Background: an optimization exercise with open tools, aiming at small area. Do not read the settings as production practice.
In this exercise RTL edits were held to simulation tests only and were not proved equivalent to the original.
Power is estimated from default activity; no workload was simulated.

## synth_top
module synth_top(
    input clk,
    input rst,
    input btnL,
    input [15:0] sw,
    output [3:0] led,
    output pmod_1,   
    output pmod_2,   
    output pmod_4    
    );
    assign led = sw[3:0];
    assign pmod_2 = 1'b1;
    assign pmod_4 = 1'b1;
    wire rst_n;
    button br(clk, rst, rst_n);
    reg [9:0] ph;
    always @(posedge clk) ph <= rst_n ? ph + 10'd1 : 10'd0;
    wire upd = ph == 10'd1022;    
    wire ph0 = ph == 10'd0;       
    wire ns_win;
    debounce dn(clk, rst_n, upd, btnL, ns_win);
    wire note_nf, note_0, noise_nf;
    clock_divider cd(clk, rst_n, upd, note_nf, note_0, noise_nf);
    reg [4:0] sp;
    always @(posedge clk)
        sp <= rst_n ? sp + (upd & note_nf) : 5'd0;
    wire p1s, p2s;
    pulse1_gen pwg1(clk, rst_n, upd, note_nf, note_0, sp[1:0], p1s);
    pulse2_gen pwg2(clk, rst_n, upd, note_nf, sp, p2s);
    wire [7:0] tri_v;
    triangle_wave_gen twg(clk, rst_n, upd, ph0, ph, note_nf, note_0, sp[1], sp[0], tri_v);
    wire [6:0] env;
    AD_envelope_gen noise_ad(clk, rst_n, upd, ns_win, env);
    wire [7:0] noise_q;
    wire noise_c;
    noise_gen ng(clk, rst_n, upd, ph0, ph, noise_nf, env, noise_q, noise_c);
    wire [7:0] duty;
    wire nz;
    mixer mx(clk, rst_n, upd, sw[3:0], sp, p1s, p2s, tri_v, noise_q, noise_c, duty, nz);
    PWM_gen audio_out(clk, rst_n, ph0, ph[7:0], duty, nz, pmod_1);
endmodule
clock: 100.0 ns
lec_check: 0
abc_area: 1
cap_margin: 20
core_margin: 2
core_utilization: 60
cts_buf_list: sky130_fd_sc_hd__clkbuf_2
slew_margin: 20
standard.sh (not shown) runs the stock make flow with config.mk's settings and CLKGATE_MAP_FILE= SYNTH_SCRIPT=/design/flow/synth_recipe.tcl, a recipe that flattens the netlist after the stock synthesis.
==> flow/flow/run.sh <==
#!/bin/bash
# Layout flow: the standard synthesis, then the combinational logic of
# its netlist is re-mapped by ABC with an area-oriented script (every
# register instance is kept as it is: same name, same cell), then the standard flow's
# standard layout steps from floorplan to finish. Clock tree synthesis uses
# small buffers and no dummy loads.
set -euo pipefail
HERE=$(pwd)
R=$HERE/orfs/results/sky130hd/synth_top/base
LIB=$FLOW_HOME/platforms/sky130hd/lib/sky130_fd_sc_hd__tt_025C_1v80.lib
YOSYS=$FLOW_HOME/../tools/install/yosys/bin/yosys
[ -x "$YOSYS" ] || YOSYS=yosys

export CTS_ARGS="-sink_clustering_enable -repair_clock_nets -buf_list sky130_fd_sc_hd__clkbuf_8 -dont_use_dummy_load"

bash standard.sh synth > 1_standard_synth.log 2>&1
cp $R/1_2_yosys.v standard_1_2_yosys.v

cat > remap.ys <<EOY
read_liberty -ignore_miss_func $LIB
read_verilog $HERE/standard_1_2_yosys.v
hierarchy -top synth_top
setattr -mod -set keep_hierarchy 1 sky130_fd_sc_hd__dfxtp_1 sky130_fd_sc_hd__edfxtp_1 sky130_fd_sc_hd__conb_1
flatten
opt_clean
abc -liberty $LIB -dont_use sky130_fd_sc_hd__lpflow_bleeder_1 -dont_use sky130_fd_sc_hd__lpflow_clkbufkapwr_1 -dont_use sky130_fd_sc_hd__lpflow_clkbufkapwr_16 -dont_use sky130_fd_sc_hd__lpflow_clkbufkapwr_2 -dont_use sky130_fd_sc_hd__lpflow_clkbufkapwr_4 -dont_use sky130_fd_sc_hd__lpflow_clkbufkapwr_8 -dont_use sky130_fd_sc_hd__lpflow_clkinvkapwr_1 -dont_use sky130_fd_sc_hd__lpflow_clkinvkapwr_16 -dont_use sky130_fd_sc_hd__lpflow_clkinvkapwr_2 -dont_use sky130_fd_sc_hd__lpflow_clkinvkapwr_4 -dont_use sky130_fd_sc_hd__lpflow_clkinvkapwr_8 -dont_use sky130_fd_sc_hd__lpflow_decapkapwr_12 -dont_use sky130_fd_sc_hd__lpflow_decapkapwr_3 -dont_use sky130_fd_sc_hd__lpflow_decapkapwr_4 -dont_use sky130_fd_sc_hd__lpflow_decapkapwr_6 -dont_use sky130_fd_sc_hd__lpflow_decapkapwr_8 -dont_use sky130_fd_sc_hd__lpflow_inputiso0n_1 -dont_use sky130_fd_sc_hd__lpflow_inputiso0p_1 -dont_use sky130_fd_sc_hd__lpflow_inputiso1n_1 -dont_use sky130_fd_sc_hd__lpflow_inputiso1p_1 -dont_use sky130_fd_sc_hd__lpflow_inputisolatch_1 -dont_use sky130_fd_sc_hd__lpflow_isobufsrc_1 -dont_use sky130_fd_sc_hd__lpflow_isobufsrc_16 -dont_use sky130_fd_sc_hd__lpflow_isobufsrc_2 -dont_use sky130_fd_sc_hd__lpflow_isobufsrc_4 -dont_use sky130_fd_sc_hd__lpflow_isobufsrc_8 -dont_use sky130_fd_sc_hd__lpflow_isobufsrckapwr_16 -dont_use sky130_fd_sc_hd__lpflow_lsbuf_lh_hl_isowell_tap_1 -dont_use sky130_fd_sc_hd__lpflow_lsbuf_lh_hl_isowell_tap_2 -dont_use sky130_fd_sc_hd__lpflow_lsbuf_lh_hl_isowell_tap_4 -dont_use sky130_fd_sc_hd__lpflow_lsbuf_lh_isowell_4 -dont_use sky130_fd_sc_hd__lpflow_lsbuf_lh_isowell_tap_1 -dont_use sky130_fd_sc_hd__lpflow_lsbuf_lh_isowell_tap_2 -dont_use sky130_fd_sc_hd__lpflow_lsbuf_lh_isowell_tap_4 -dont_use sky130_fd_sc_hd__probe_p_8 -dont_use sky130_fd_sc_hd__probec_p_8  -script "+&get -n;&st;&dc2;&dch -f;&nf -a -R 1000;&put"
opt_clean -purge
hilomap -singleton -hicell sky130_fd_sc_hd__conb_1 HI -locell sky130_fd_sc_hd__conb_1 LO
insbuf -buf sky130_fd_sc_hd__buf_4 A X
splitnets
opt_clean -purge
stat -liberty $LIB
select synth_top
write_verilog -noattr -nohex -nodec -selected $HERE/remapped.v
EOY
ok=0
if "$YOSYS" -l 1_remap_yosys.log -s remap.ys > /dev/null 2>&1; then
    # accept only if every register instance of the standard netlist is kept
    grep -o '^ *sky130_fd_sc_hd__e\?dfxtp_1 [^ ]*' standard_1_2_yosys.v | sed 's/^ *//' | sort > regs_standard.txt
    grep -o '^ *sky130_fd_sc_hd__e\?dfxtp_1 [^ ]*' remapped.v | sed 's/^ *//' | sort > regs_remapped.txt
    if [ -s regs_standard.txt ] && cmp -s regs_standard.txt regs_remapped.txt; then ok=1; fi
fi
if [ $ok = 1 ]; then
    echo "using the re-mapped netlist" > remap_result.txt
    cp remapped.v $R/1_2_yosys.v
    rm -f $R/1_synth.odb $R/1_synth.sdc
else
    echo "re-mapping rejected; using the standard netlist" > remap_result.txt
fi

bash standard.sh > 2_standard_layout.log 2>&1
Next try:
--- a/flow/flow/run.sh
+++ b/flow/flow/run.sh
@@ -14,2 +14,3 @@
 export CTS_ARGS="-sink_clustering_enable -repair_clock_nets -buf_list sky130_fd_sc_hd__clkbuf_8 -dont_use_dummy_load"
+export BUFFER_PORTS_ARGS="-buffer_cell sky130_fd_sc_hd__buf_1"
 
Effect: Synthesized cell count does not change; count of clock-buffer cells in the layout does not change; die area stays the same; wire length grows by 1.6%; design area drops by 0.89%; final cell count stays flat; global-route usage goes down by 0.11 points; register-to-register slack gets worse by 90 ps; worst setup slack improved by 760 ps; worst hold slack degrades by 3.5 ps; total power stays flat.
Next try:
--- a/flow/flow/run.sh
+++ b/flow/flow/run.sh
@@ -13,4 +13,3 @@
 
-export CTS_ARGS="-sink_clustering_enable -repair_clock_nets -buf_list sky130_fd_sc_hd__clkbuf_8 -dont_use_dummy_load"
-export BUFFER_PORTS_ARGS="-buffer_cell sky130_fd_sc_hd__buf_1"
+export CTS_ARGS="-sink_clustering_enable -repair_clock_nets -buf_list {sky130_fd_sc_hd__clkbuf_4 sky130_fd_sc_hd__clkbuf_8} -dont_use_dummy_load"
 
After rerunning: Sequential power stays flat. Sequential share of layout area goes down by 0.32 points. Via count falls slightly. Cell area came out higher slightly. Maximum frequency fell slightly. Worst setup slack got worse by 760 ps. Synthesized cell count is unchanged. Cell count is about the same.

static timing again, ports no longer ideal:
The results above use ideal ports. As a check the final layouts listed here were re-extracted and re-timed, cells and wires unchanged.
Step 1 assumes that a clkbuf_16 drives the clock port and a buf_2 every other input.
Step 2 times the ports against the registers' clock, not the clock port: input delays grow and output delays shrink by t, the midpoint of the rising clock arrivals with the driver on.
Three values: ideal, step 1, step 2; two values: the first two.
| run | shift t [ns] | setup slack, ns | hold slack, ns | worst register clock-pin slew, ns | worst data-port slew with drivers (ns) |
|---|---|---|---|---|---|
| the first run | 0.478 | 58.821 / 58.799 / 58.799 | 0.444 / 0.444 / 0.444 | 0.09 / 0.09 | 0.03 |
| the second run | 0.486 | 59.576 / 59.556 / 59.556 | 0.440 / 0.440 / 0.440 | 0.08 / 0.08 | 0.03 |
| the third run | 0.478 | 58.821 / 58.799 / 58.799 | 0.444 / 0.444 / 0.444 | 0.09 / 0.09 | 0.03 |
After both steps setup and hold are still met in every run listed.
